This design comes from an exercise in tuning for small area on the open sky130 flow, not from production work. Function was checked by simulation only, so behaviour that the tests miss may differ from the original. No activity file was given, so power comes from the tool's default toggle rates.

== job 1897 ==
## MultMan
module MultMan(
  input         clock,
  input         reset,
  input         io_rstn,
  input         io_data_rdy,
  input  [9:0]  io_mult1,
  input  [9:0]  io_mult2,
  output        io_res_rdy,
  output [19:0] io_res
);
  reg [89:0] a;
  reg [89:0] b;
  reg [19:0] res;
  reg v1n, v2, v3n, v4, v5n, v6, v7n, v8, v9n, v10;
  wire clr, clrn;
  ClearDecode u_clr(.reset(reset), .rstn(io_rstn), .clr(clr), .clrn(clrn));
  wire v1n_d, v2_d, v3n_d, v4_d, v5n_d, v6_d, v7n_d, v8_d, v9n_d, v10_d, gn;
  Nand2 u_v1 (.a(io_data_rdy), .b(clrn), .y(v1n_d));
  Nor2  u_v2 (.a(clr), .b(v1n), .y(v2_d));
  Nand2 u_v3 (.a(v2), .b(clrn), .y(v3n_d));
  Nor2  u_v4 (.a(clr), .b(v3n), .y(v4_d));
  Nand2 u_v5 (.a(v4), .b(clrn), .y(v5n_d));
  Nor2  u_v6 (.a(clr), .b(v5n), .y(v6_d));
  Nand2 u_v7 (.a(v6), .b(clrn), .y(v7n_d));
  Nor2  u_v8 (.a(clr), .b(v7n), .y(v8_d));
  Nand2 u_v9 (.a(v8), .b(clrn), .y(v9n_d));
  Nor2  u_v10(.a(clr), .b(v9n), .y(v10_d));
  Inv   u_gn (.a(v10_d), .y(gn));
  wire [19:0] pn, res_d;
  wire pn_0_0;
  Nand2 u_pn_0_0(.a(a[80]), .b(b[80]), .y(pn_0_0));
  wire pn_0_1;
  Nand2 u_pn_0_1(.a(a[80]), .b(b[81]), .y(pn_0_1));
  wire pn_0_2;
  Nand2 u_pn_0_2(.a(a[80]), .b(b[82]), .y(pn_0_2));
  wire pn_0_3;
  Nand2 u_pn_0_3(.a(a[80]), .b(b[83]), .y(pn_0_3));
  wire pn_0_4;
  Nand2 u_pn_0_4(.a(a[80]), .b(b[84]), .y(pn_0_4));
  wire pn_0_5;
  Nand2 u_pn_0_5(.a(a[80]), .b(b[85]), .y(pn_0_5));
  wire pn_0_6;
  Nand2 u_pn_0_6(.a(a[80]), .b(b[86]), .y(pn_0_6));
  wire pn_0_7;
  Nand2 u_pn_0_7(.a(a[80]), .b(b[87]), .y(pn_0_7));
  ...
Size in the first run: roughly 440 cells after synthesis, ~210 flip-flops, ~45 I/O pins, ~6500 um^2 of cells after synthesis.
Settings: LEC_CHECK=0, CAP_MARGIN=20, CORE_MARGIN=2, CORE_UTILIZATION=40, GPL_TIMING_DRIVEN=0, SLEW_MARGIN=20, SYNTH_HIERARCHICAL=1; clock period 8.0 ns.
standard.sh (not shown) runs the stock make flow with config.mk's settings and CLKGATE_MAP_FILE= SYNTH_SCRIPT=/design/flow/synth_recipe.tcl, a recipe that flattens the netlist after the stock synthesis.
==> flow/flow/run.sh <==
#!/bin/bash
# Own flow: the standard layout, with the smallest buffer on the ports and
# small clock buffers for the clock tree.
set -euo pipefail
CTS="-sink_clustering_enable -repair_clock_nets -dont_use_dummy_load"
CTS="$CTS -buf_list {sky130_fd_sc_hd__clkbuf_2 sky130_fd_sc_hd__clkbuf_4 sky130_fd_sc_hd__clkbuf_8} -root_buf sky130_fd_sc_hd__clkbuf_8"
CTS="$CTS -sink_clustering_size 16 -sink_clustering_max_diameter 45"
bash standard.sh \
  "BUFFER_PORTS_ARGS=-buffer_cell sky130_fd_sc_hd__buf_1" \
  "CTS_ARGS=$CTS" \
  finish > standard.log 2>&1
The inputs of job 7643 differ from those of job 1897 as listed below.
==> flow/flow/run.sh <==
#!/bin/bash
# Own flow: the standard layout, with the smallest buffer on the ports and
# small clock buffers for the clock tree.
set -euo pipefail
CTS="-sink_clustering_enable -repair_clock_nets -dont_use_dummy_load"
CTS="$CTS -buf_list sky130_fd_sc_hd__clkbuf_16 -root_buf sky130_fd_sc_hd__clkbuf_16"
CTS="$CTS -sink_clustering_size 40 -sink_clustering_max_diameter 70"
bash standard.sh \
  "BUFFER_PORTS_ARGS=-buffer_cell sky130_fd_sc_hd__buf_1" \
  "CTS_ARGS=$CTS" \
  finish > standard.log 2>&1
--- outcome ---
- Looking only at met2 layer wire length in the routed design, and setting everything else aside, the lower value of job 7643 and job 1897 goes to job 7643.
- Changes observed in job 7643 relative to job 1897: total global-route track usage held; via count normalized by instance count now sits lower; area growth from synthesis to layout saw an increase; post-route antenna net violation count flat.
- Going from job 1897 to job 7643, largest net degree at the start of global routing grows by 20.
- Having completed the whole flow, job 1897 delivered a layout that passed the timing, design-rule and antenna checks.
- Job 7643: PASS, flow complete, no timing, DRC or antenna violations
- Per the comparison of job 7643 with job 1897, internal portion of total power picked up an extra about 3%, power density over the cells picked up an extra about 1.7%.
Edits applied to the flow inputs when going from job 7643 to job 760:
==> flow/run.sh (new file) <==
#!/bin/bash
# synth_recipe.tcl (not shown) runs the flow's synth.tcl, then flattens the netlist and writes it again
# the make line also repeats each setting of config.mk as NAME=value (left out here)
make -C /OpenROAD-flow-scripts/flow DESIGN_CONFIG=/design/flow/config.mk WORK_HOME=/design/flow/orfs CLKGATE_MAP_FILE= SYNTH_SCRIPT=/design/flow/synth_recipe.tcl finish
--- a/flow/config.mk
+++ b/flow/config.mk
@@ -9,5 +9,4 @@
 export CORE_MARGIN = 2
 export CORE_UTILIZATION = 40
-export GPL_TIMING_DRIVEN = 0
 export SLEW_MARGIN = 20
 export SYNTH_HIERARCHICAL = 1
removed: flow/flow/run.sh
removed: flow/standard.sh
Findings:
Looking at the reports, job 760 completed the entire flow and the layout it produced met the timing, design-rule and antenna checks.
Delta(net switching power figure, job 760 - job 7643) > 0
For the cell count, job 760 came in 5.0% higher than job 7643 did.
Combinational share of power down 1.8 points in job 760 wrt job 7643
Maximum frequency: job 7643 vs job 760, no meaningful difference

========
MultMan, a different RTL version from the one above (not shown whole).
For scale: ~440 cells after synthesis, roughly 210 flip-flops, about 0.0065 sq mm of cells after synthesis.
clock: 8.0 ns
lec_check: 0
cap_margin: 20
core_margin: 2
core_utilization: 60
gpl_timing_driven: 0
place_density: 0.7
slew_margin: 20
synth_hierarchical: 1
==> flow/flow/run.sh <==
#!/bin/bash
# Own flow: the standard layout, with the smallest buffer on the ports and
# small clock buffers for the clock tree.
set -euo pipefail
CTS="-sink_clustering_enable -repair_clock_nets -dont_use_dummy_load"
CTS="$CTS -buf_list sky130_fd_sc_hd__clkbuf_4 -root_buf sky130_fd_sc_hd__clkbuf_4"
CTS="$CTS -sink_clustering_size 14 -sink_clustering_max_diameter 35"
bash standard.sh \
  "BUFFER_PORTS_ARGS=-buffer_cell sky130_fd_sc_hd__buf_1" \
  "CTS_ARGS=$CTS" \
  finish > standard.log 2>&1
Rerun with:
--- a/flow/flow/run.sh
+++ b/flow/flow/run.sh
@@ -5,5 +5,5 @@
 CTS="-sink_clustering_enable -repair_clock_nets -dont_use_dummy_load"
 CTS="$CTS -buf_list sky130_fd_sc_hd__clkbuf_4 -root_buf sky130_fd_sc_hd__clkbuf_4"
-CTS="$CTS -sink_clustering_size 14 -sink_clustering_max_diameter 35"
+CTS="$CTS -sink_clustering_size 12 -sink_clustering_max_diameter 40"
 bash standard.sh \
   "BUFFER_PORTS_ARGS=-buffer_cell sky130_fd_sc_hd__buf_1" \
After rerunning: The new run ran to the end with no violations; final cell count goes down by 0.61%; synthesized cell count stays the same; clock skew goes up by 0.0034 ns; area after synthesis stays the same; count of clock-buffer cells in the layout stays the same; final area goes down by 0.50%; wire length goes down by 1.0%; critical path depth does not change; power is about the same.

========
RTL: one of the versions met above, not the one the previous note started from.
Size: ~45 I/O pins, ~6500 sq um of cells after synthesis.
Design MultMan, start of the top module:
module MultMan(
  input         clock,
  input         reset,
  input         io_rstn,
  input         io_data_rdy,
  input  [9:0]  io_mult1,
  input  [9:0]  io_mult2,
  output        io_res_rdy,
  output [19:0] io_res
);
Settings: LEC_CHECK=0, CAP_MARGIN=20, CORE_MARGIN=2, CORE_UTILIZATION=40, SLEW_MARGIN=20, SYNTH_HIERARCHICAL=1; clock period 8.0 ns.
==> flow/flow/run.sh <==
#!/bin/bash
# Own flow: the standard layout, with the smallest buffer on the ports and
# small clock buffers for the clock tree.
set -euo pipefail
CTS="-sink_clustering_enable -repair_clock_nets -dont_use_dummy_load"
CTS="$CTS -buf_list sky130_fd_sc_hd__clkbuf_4 -root_buf sky130_fd_sc_hd__clkbuf_4"
bash standard.sh \
  "BUFFER_PORTS_ARGS=-buffer_cell sky130_fd_sc_hd__buf_1" \
  "CTS_ARGS=$CTS" \
  finish > standard.log 2>&1
The first run went through all stages and came out clean.
Next try:
--- a/flow/flow/run.sh
+++ b/flow/flow/run.sh
@@ -4,5 +4,6 @@
 set -euo pipefail
 CTS="-sink_clustering_enable -repair_clock_nets -dont_use_dummy_load"
-CTS="$CTS -buf_list sky130_fd_sc_hd__clkbuf_4 -root_buf sky130_fd_sc_hd__clkbuf_4"
+CTS="$CTS -buf_list sky130_fd_sc_hd__clkbuf_8 -root_buf sky130_fd_sc_hd__clkbuf_8"
+CTS="$CTS -sink_clustering_size 22 -sink_clustering_max_diameter 50"
 bash standard.sh \
   "BUFFER_PORTS_ARGS=-buffer_cell sky130_fd_sc_hd__buf_1" \
GPL_TIMING_DRIVEN = 0   (was unset)
After rerunning: Die area does not change; final area shrinks by 2.5%; worst hold slack improves by 31 ps; setup slack improves by 19 ps; total power fell by about 7%; final cell count is lower by 5.7%; flip-flop and latch count stays the same; non-clock buffer count shrinks by 10; combinational power goes down by 5.6%; clock skew rises by 4.5 ps; clock-buffer cell count drops by 34.
Next try:
==> flow/flow/run.sh (replaced) <==
#!/bin/bash
# Own flow: the standard layout, with the smallest buffer on the ports and
# small clock buffers for the clock tree.
set -euo pipefail
CTS="-sink_clustering_enable -repair_clock_nets -dont_use_dummy_load"
CTS="$CTS -buf_list sky130_fd_sc_hd__clkbuf_4 -root_buf sky130_fd_sc_hd__clkbuf_4"
CTS="$CTS -sink_clustering_size 12 -sink_clustering_max_diameter 40"
bash standard.sh \
  "BUFFER_PORTS_ARGS=-buffer_cell sky130_fd_sc_hd__buf_1" \
  "CTS_ARGS=$CTS" \
  finish > standard.log 2>&1
=> Die area does not change. Sequential share of layout area rose by 0.32 points. Count of clock-buffer cells in the layout came out higher by 8. Clock power fell by about 10%. Non-clock buffer count increases by 1. Utilization came out lower by 0.24 points. Flip-flop and latch count is unchanged. Area after synthesis does not change.
Next try:
--- a/flow/flow/run.sh
+++ b/flow/flow/run.sh
@@ -9,3 +9,4 @@
   "BUFFER_PORTS_ARGS=-buffer_cell sky130_fd_sc_hd__buf_1" \
   "CTS_ARGS=$CTS" \
+  RECOVER_POWER=100 \
   finish > standard.log 2>&1
Final area stays the same.
Final cell count is unchanged.
Non-clock buffer count stays the same.
Worst hold slack is unchanged.
Clock skew is unchanged.
Maximum frequency stays the same.
Sequential power is about the same.
Wire length does not change.
Die area is unchanged.
Synthesized area does not change.

==> port drivers added, routing unchanged <==
How much do the figures lean on ideal ports? The routed layouts below were timed once more, with nothing changed but the port constraints. Step 1: set_driving_cell puts a clkbuf_16 on clock and a buf_2 on each other input, an assumption about the parent block. Step 2 moves the port delays by t, midway between the first and last clock arrival at a register: inputs arrive t later, outputs are due t later. That takes back most of the time a late clock gives input paths. Slacks: ideal / step 1 / step 2; pairs: ideal / step 1.
run	t, ns	setup WS [ns]	hold WS [ns]	worst register clock-pin slew, ns	worst slew at a driven data input, ns
job 1897	0.513	0.292 / 0.292 / 0.292	0.291 / 0.291 / 0.291	0.09 / 0.09	0.03
job 7643	0.478	0.279 / 0.279 / 0.279	0.229 / 0.229 / 0.229	0.12 / 0.12	0.03
job 760	0.516	0.291 / 0.291 / 0.291	0.313 / 0.313 / 0.313	0.06 / 0.06	0.03
the first run of note 2	0.593	0.242 / 0.242 / 0.242	0.315 / 0.315 / 0.315	0.12 / 0.12	0.04
the second run of note 2	0.591	0.206 / 0.206 / 0.206	0.273 / 0.273 / 0.273	0.11 / 0.11	0.04
the first run of note 3	0.607	0.311 / 0.311 / 0.311	0.268 / 0.268 / 0.268	0.06 / 0.06	0.03
the second run of note 3	0.506	0.330 / 0.330 / 0.330	0.299 / 0.299 / 0.299	0.11 / 0.11	0.03
the third run of note 3	0.612	0.246 / 0.246 / 0.246	0.291 / 0.291 / 0.291	0.11 / 0.11	0.03
the fourth run of note 3	0.612	0.246 / 0.246 / 0.246	0.291 / 0.291 / 0.291	0.11 / 0.11	0.03
After both steps setup and hold are still met in every run listed.
